From an optimization exercise on the open Yosys and OpenROAD flow, aimed at small area; shortcuts taken in it are not production practice. Only simulation tests tie the RTL to the original design; equivalence was not proved. Power figures rest on the tool's default switching activity, not on a simulated workload.

## design/flow/run.sh

```bash
#!/bin/bash
# synth_recipe.tcl (not shown) runs the flow's synth.tcl, then flattens the netlist and writes it again
# the make line also repeats each setting of config.mk as NAME=value (left out here)
make -C /OpenROAD-flow-scripts/flow DESIGN_CONFIG=/design/flow/config.mk WORK_HOME=/design/flow/orfs CLKGATE_MAP_FILE= SYNTH_SCRIPT=/design/flow/synth_recipe.tcl finish
```

## design/flow/constraint.sdc

```tcl
create_clock -name core_clock -period 5.5 [get_ports {clk}]
set_input_delay 1.1000 -clock core_clock [delete_from_list [all_inputs] [get_ports {clk}]]
set_output_delay 1.1000 -clock core_clock [all_outputs]
set_load 0.01 [all_outputs]
```

## design/flow/config.mk

```make
export PLATFORM = sky130hd
export DESIGN_NAME = SAL_ARBITER_RR_64TO1
export DESIGN_NICKNAME = SAL_ARBITER_RR_64TO1
export VERILOG_FILES = /design/flow/design.v
export SDC_FILE = /design/flow/constraint.sdc
export NUM_CORES = 4
export LEC_CHECK = 0
export CAP_MARGIN = 20
export CORE_AREA = 10 10 320 320
export DIE_AREA = 0 0 330 330
export SLEW_MARGIN = 20
```

## design/flow/design.v

```verilog
module SAL_ARBITER_RR_4TO1
(
    input   wire    [3:0]               act_i    
  , input   wire    [1:0]               ptr_i    
  , output  logic   [3:0]               gnt_o    
);
    always_comb begin
        gnt_o = 4'b0000;
        case (ptr_i)
            2'd3: begin
                if      (act_i[0]) gnt_o[0] = 1'b1;
                else if (act_i[1]) gnt_o[1] = 1'b1;
                else if (act_i[2]) gnt_o[2] = 1'b1;
                else if (act_i[3]) gnt_o[3] = 1'b1;
            end
            2'd0: begin
                if      (act_i[1]) gnt_o[1] = 1'b1;
                else if (act_i[2]) gnt_o[2] = 1'b1;
                else if (act_i[3]) gnt_o[3] = 1'b1;
                else if (act_i[0]) gnt_o[0] = 1'b1;
            end
            2'd1: begin
                if      (act_i[2]) gnt_o[2] = 1'b1;
                else if (act_i[3]) gnt_o[3] = 1'b1;
                else if (act_i[0]) gnt_o[0] = 1'b1;
                else if (act_i[1]) gnt_o[1] = 1'b1;
            end
            default: begin
                if      (act_i[3]) gnt_o[3] = 1'b1;
                else if (act_i[0]) gnt_o[0] = 1'b1;
                else if (act_i[1]) gnt_o[1] = 1'b1;
                else if (act_i[2]) gnt_o[2] = 1'b1;
            end
        endcase
    end
endmodule
module SAL_ARBITER_RR_64TO1
#(
    parameter   REQ_CNT                 = 64
  , parameter   REQ_CNT_LG2             = $clog2(REQ_CNT)
  , parameter   DATA_WIDTH              = 12
)
(
    input   wire                        clk
  , input   wire                        rst_n
  , input   wire    [REQ_CNT-1:0]       req_arr_i
  , input   wire    [REQ_CNT*DATA_WIDTH-1:0] data_arr_i   
  , output  wire    [REQ_CNT-1:0]       gnt_arr_o
  , output  logic                       req_o
  , output  logic   [DATA_WIDTH-1:0]    data_o
  , input   wire                        gnt_i
);
    logic   [1:0]       leaf_ptr [16];
    logic   [1:0]       mid_ptr  [4];
    logic   [1:0]       root_ptr;
    logic   [15:0]      leaf_act;
    logic   [3:0]       mid_act;
    logic   [63:0]      leaf_pick;
    logic   [15:0]      mid_pick;
    logic   [3:0]       root_pick;
    logic   [15:0]      leaf_sel;        
    logic   [15:0]      leaf_gnt;        
    logic   [63:0]      sel;             
    logic   [3:0]       mid_gnt;
    genvar l, j;
    generate
        for (l = 0; l < 16; l = l + 1) begin : g_leaf
            assign leaf_act[l] = |req_arr_i[4*l +: 4];
            SAL_ARBITER_RR_4TO1 u_leaf (
                .act_i  (req_arr_i[4*l +: 4])
              , .ptr_i  (leaf_ptr[l])
              , .gnt_o  (leaf_pick[4*l +: 4])
            );
        end
        for (j = 0; j < 4; j = j + 1) begin : g_mid
            assign mid_act[j] = |leaf_act[4*j +: 4];
            SAL_ARBITER_RR_4TO1 u_mid (
                .act_i  (leaf_act[4*j +: 4])
              , .ptr_i  (mid_ptr[j])
              , .gnt_o  (mid_pick[4*j +: 4])
            );
        end
    endgenerate
    SAL_ARBITER_RR_4TO1 u_root (
        .act_i  (mid_act)
      , .ptr_i  (root_ptr)
      , .gnt_o  (root_pick)
    );
    assign req_o = |mid_act;
    always_comb begin
        for (int m = 0; m < 4; m++)
            mid_gnt[m] = root_pick[m] & gnt_i;
        for (int i = 0; i < 16; i++) begin
            leaf_sel[i] = mid_pick[i] & root_pick[i/4];
            leaf_gnt[i] = mid_pick[i] & mid_gnt[i/4];
        end
        for (int k = 0; k < 64; k++)
            sel[k] = leaf_pick[k] & leaf_sel[k/4];
    end
    assign gnt_arr_o = leaf_pick & {{4{leaf_gnt[15]}}, {4{leaf_gnt[14]}}, {4{leaf_gnt[13]}}, {4{leaf_gnt[12]}},
                                    {4{leaf_gnt[11]}}, {4{leaf_gnt[10]}}, {4{leaf_gnt[9]}},  {4{leaf_gnt[8]}},
                                    {4{leaf_gnt[7]}},  {4{leaf_gnt[6]}},  {4{leaf_gnt[5]}},  {4{leaf_gnt[4]}},
                                    {4{leaf_gnt[3]}},  {4{leaf_gnt[2]}},  {4{leaf_gnt[1]}},  {4{leaf_gnt[0]}}};
    always_comb begin
        data_o = '0;
        for (int k = 0; k < 64; k++)
            data_o = data_o | (data_arr_i[k*DATA_WIDTH +: DATA_WIDTH] & {DATA_WIDTH{sel[k]}});
    end
    function automatic [1:0] enc4(input [3:0] oh);
        enc4 = {oh[3] | oh[2], oh[3] | oh[1]};
    endfunction
    always_ff @(posedge clk) begin
        if (!rst_n) begin
            for (int i = 0; i < 16; i++) leaf_ptr[i] <= 2'd3;
            for (int m = 0; m < 4; m++)  mid_ptr[m]  <= 2'd3;
            root_ptr <= 2'd3;
        end else begin
            for (int i = 0; i < 16; i++)
                if (leaf_gnt[i]) leaf_ptr[i] <= enc4(leaf_pick[4*i +: 4]);
            for (int m = 0; m < 4; m++)
                if (mid_gnt[m])  mid_ptr[m]  <= enc4(mid_pick[4*m +: 4]);
            if (gnt_i & req_o) root_ptr <= enc4(root_pick);
        end
    end
endmodule
```

==> flow_metrics.tcl <==
set metrics [dict create \
    synth_nets 2383 \
    crit_fanout 4 \
    switching_share_pct 41.0 \
    drt-pass1-iter-count 10 \
    port_buffers 911 \
    synth_compound_gate_area_share_pct 48.1 \
    clk_pin_slew_worst_paths_ps 80 \
    yosysTopAreaCell "a22oi_1" \
    critical_path.top_delay_family "simple AND/OR/NAND/NOR gates" \
    grt_max_degree 30 \
    max_slew_margin_pct 44.5 \
    totalWireLength_um 175000 \
    clock_path_buffers 2 \
    path_buf_inv 7 \
    synth_edf_count 0 \
    synth.avg_cell_area_sq_um 6.81 \
    via_per_inst 5.08 \
    ir_worst_vdd_mv 0.109 \
    synth_area_sq_mm 0.0105 \
    cp_slowest_cell "or4_4" \
    tns_ps -1220 \
    synthTopCellsByArea "a22oi_1, dfxtp_1, a22o_1" \
    placed_cells 4294 \
    utilization_pct 30.3 \
    synthArstFlopShare_pct 0 \
    fin_nets 3952 \
    worstMarginPinSlew_ps 825 \
    worstPathCellList "buf_6 -> or4_4 -> nor4_4 -> buf_6 -> a2111o_1 -> buf_12 -> buf_6 -> nor2_4 -> buf_6 -> buf_6 -> a22oi_2 -> nand3_2 -> or4_4 -> or4_4 -> buf_6" \
    synth_simple_gate_area_share_pct 37.3 \
    grt_pass1_vias 22500 \
    grt_pass1_wl_um 221000 \
    worst_slack_ps -375 \
    min_period_ps 5880 \
    synth_cell_types 89 \
    power_density_mw_per_mm2 90.4 \
    crit_top_cell "buf_6" \
    final_cells 4418 \
    area_delta_synth_final_pct 173 \
    synth_top_family_by_area "compound AO/OA/AOI/OAI gates" \
    dpl.hpwl_um 157000 \
    whs_ps 583 \
    maxSlewViolCount 0 \
    finalSetupViolations 10 \
    dieArea_sq_mm 0.109 \
    vias 22400 \
    initial_utilization_pct 11.1 \
    criticalPathCategory "in -> out" \
    hold_viol 0 \
    drive_gt1_share_pct 34.6 \
    p_seq_share_pct 12.5 \
    cts-root-buf "clkbuf_16" \
    status "failed layout checks" \
    fin_total_pwr_uw 2610 \
    synthAdderAreaFrac_pct 0 \
    skew_ps 20.9 \
    crit_path_end_kind "output pin" \
    min_period_over_period_pct 107 \
    cts_tree "yes" \
    track_usage_pct 30.3 \
    drtIter0Drc 2689 \
    multi_input_comb_area_sq_mm 0.0105 \
    die_width_um 330 \
    n_fill_cell 10400 \
    h-tree-depth 2 \
    rsz0062_at_grt "true" \
    core-area_sq_mm 0.0952 \
    timing.fmax_ghz 0.170 \
    clock_latency_ps 350 \
    clkPwrFrac_pct 16.2 \
    crit_arrival_ps 4780 \
    regArea_sq_um 841 \
    rows 113 \
    hold_class "reg -> reg" \
    synth-seq-area-share_pct 7.98 \
    worstPathRequired_ps 4400 \
    antenna_found_initial 85 \
    overflow 0 \
    gp_congestion 1.04 \
    numCtsBuffers 5 \
    yosys_warnings 6 \
    cts.sinks 42 \
    start_kind "input port" \
    wl_per_cell_um 39.5 \
    drv_cap 0 \
    antenna_left 0 \
    p_sw_uw 1070 \
    yosys-mux-area-fraction_pct 0.190 \
    synth_top_flop_cell "dfxtp_1" \
    die_h_um 330 \
    synth_seq_cells 42 \
    slowest_delay_ps 590 \
    p_comb_share_pct 71.3 \
    drc 0 \
    check-failures "setup timing" \
    synth_top_area_share_pct 9.54 \
    postSynthCellCount 1548 \
    synthXorXnorAreaFrac_pct 0 \
    power.leakage_uw 0.0118 \
    p_int_uw 1540 \
    num_io_pins 912 \
]
-- power by group through the flow --
stage                     logic [uW]  registers [uW]  clock network (uW)
final                           1860             327                 422
after global routing            1910             328                 438
after CTS                       1810             326                 436
after detailed placement        1700             333                   0
after global placement          1710             332                   0
after floorplan                  354             325                   0
-- synth_stat cells, drive strengths merged, types with 6 or more instances --
cell type    n
clkbuf      66
a21oi       86
a32oi       22
a2111oi     11
nand4b       7
nand3       51
dfxtp       42
nand2b      34
or3          9
and3        56
nor2b       20
o22ai       22
a22oi      134
a311oi       6
inv         47
nor3b       10
a211oi       9
nand2      115
nor2       106
nor4        34
nand4       46
and4        17
nor3        81
or4         28
buf         43
a221oi      43
o221a        9
o211a       17
a211o       14
o221ai       8
o21ai       80
a22o        64
a32o        21
o211ai      13
a222oi      27
o21a         8
and2        50
-- cells in the final DEF, fill, tap and decap left out, types with 15 or more instances in the layout --
| cell type | n |
|---|---|
| nand2b_1 | 34 |
| nor3_1 | 63 |
| dfxtp_1 | 42 |
| and2_1 | 42 |
| nor2_1 | 94 |
| and3_1 | 39 |
| a221oi_1 | 23 |
| inv_1 | 47 |
| or4_4 | 25 |
| a222oi_1 | 27 |
| a32oi_1 | 19 |
| dlygate4sd2_1 | 18 |
| nand3_1 | 43 |
| clkdlybuf4s50_1 | 815 |
| buf_6 | 68 |
| nor4_4 | 19 |
| clkbuf_2 | 40 |
| buf_12 | 57 |
| a21oi_1 | 85 |
| a22o_1 | 60 |
| a22oi_2 | 15 |
| o211a_1 | 17 |
| buf_4 | 649 |
| nor2b_1 | 20 |
| diode_2 | 35 |
| nand4_1 | 45 |
| a22oi_1 | 119 |
| o22ai_1 | 20 |
| nand2_1 | 108 |
| o21ai_0 | 77 |
-- state kept, by name, indices dropped and copies added (netlist names) --
name and flops:
leaf_ptr 32, root_ptr 2, mid_ptr 8
-- path summary, 6_finish.rpt --
| kind | start | to | slack [ps] | depth (start not counted) |
|---|---|---|---|---|
| setup / recovery | req_arr_i[47] | data_o[3] | -380 | 15 |
| hold reg to reg | leaf_ptr[3][1] | leaf_ptr[3][1] | 580 | 2 |
| setup reg to reg | root_ptr[1] | leaf_ptr[10][0] | 2570 | 15 |
| hold / removal | leaf_ptr[3][1] | leaf_ptr[3][1] | 580 | 2 |
-- what timing repair did --
| item | 4_1_cts | 5_1_grt |
|---|---|---|
| resized for setup | 418 | 135 |
| endpoints found under the setup margin | 72 | 27 |
| buffers inserted | 73 | 22 |
| cloned | 2 | 0 |
| pin swaps | 102 | 51 |
| hold buffers | 0 | 0 |
-- final cells by class --
cell class                      count  share of cell area, %
Clock buffer                        5                  0.434
Tap cell                         1265                   5.49
Antenna cell                       35                  0.304
Clock inverter                      3                  0.139
Timing Repair Buffer             1670                   53.8
Sequential cell                    42                   2.92
Inverter                           47                  0.612
Multi-Input combinational cell   1351                   36.3
-- worst reg2reg max path, cell delays in order (launching register included) --
cell and delay, ps:
dfxtp_1 460, buf_4 250, nor2b_1 140, a41oi_1 60, buf_4 210, a2111o_1 430
buf_12 150, buf_6 110, buf_6 120, nor2_4 160, buf_6 140, buf_4 120
nand2_1 70, buf_4 140, nor3_1 120, o21ai_0 90
-- cells by family (layout without fill, tap and decap cells) --
kind of cell | count (synthesis) | count (layout)
other cells | 0 | 35
compound gates | 664 | 665
flops | 42 | 42
buf+inv | 156 | 1725
simple gates | 684 | 684
mux | 2 | 2
-- routing by layer --
| layer | global-route usage, % | vias up | part of all wire (%) |
|---|---|---|---|
| li1 | - | 9601 | - |
| met1 | 35.2 | 11000 | 38 |
| met2 | 52.4 | 1457 | 48 |
| met3 | 8.20 | 318 | 9.1 |
| met4 | 11.4 | 56 | 4.4 |
| met5 | 0 | - | 0.21 |
-- metrics by stage --
stage / worst slack [ps] / area [sq um]
2_1_floorplan: 641 / 10500
3_3_place_gp: -1550 / 26500
3_5_place_dp: -1530 / 26500
4_1_cts: -304 / 28500
5_1_grt: -381 / 28800
6_report: -375 / 28800

[port drivers added, routing unchanged]
In the flow no input, the clock included, has a driving cell. The finished layout below was timed again as built, in two steps.
Step 1 (the two cells are an assumption about what drives the block):
set clk [get_ports {clk}]
set_driving_cell -lib_cell sky130_fd_sc_hd__clkbuf_16 $clk
set_driving_cell -lib_cell sky130_fd_sc_hd__buf_2 [delete_from_list [all_inputs] $clk]
Step 2 adds t to the input delays and takes it off the output delays; t is the mean of the earliest and latest rising clock arrival at the registers after step 1. Input paths then give back, and output paths get back, about the clock's delay inside the block.
Slacks: ideal / step 1 / step 2; pairs: ideal / step 1.
shift t [ns]: 0.402
setup slack, ns: -0.375 / -0.423 / -0.423
latest minus earliest clock arrival (ns): 0.024 / 0.024
The setup slack of this run moves by -0.048 ns with the drivers and by -0.048 ns with both steps.
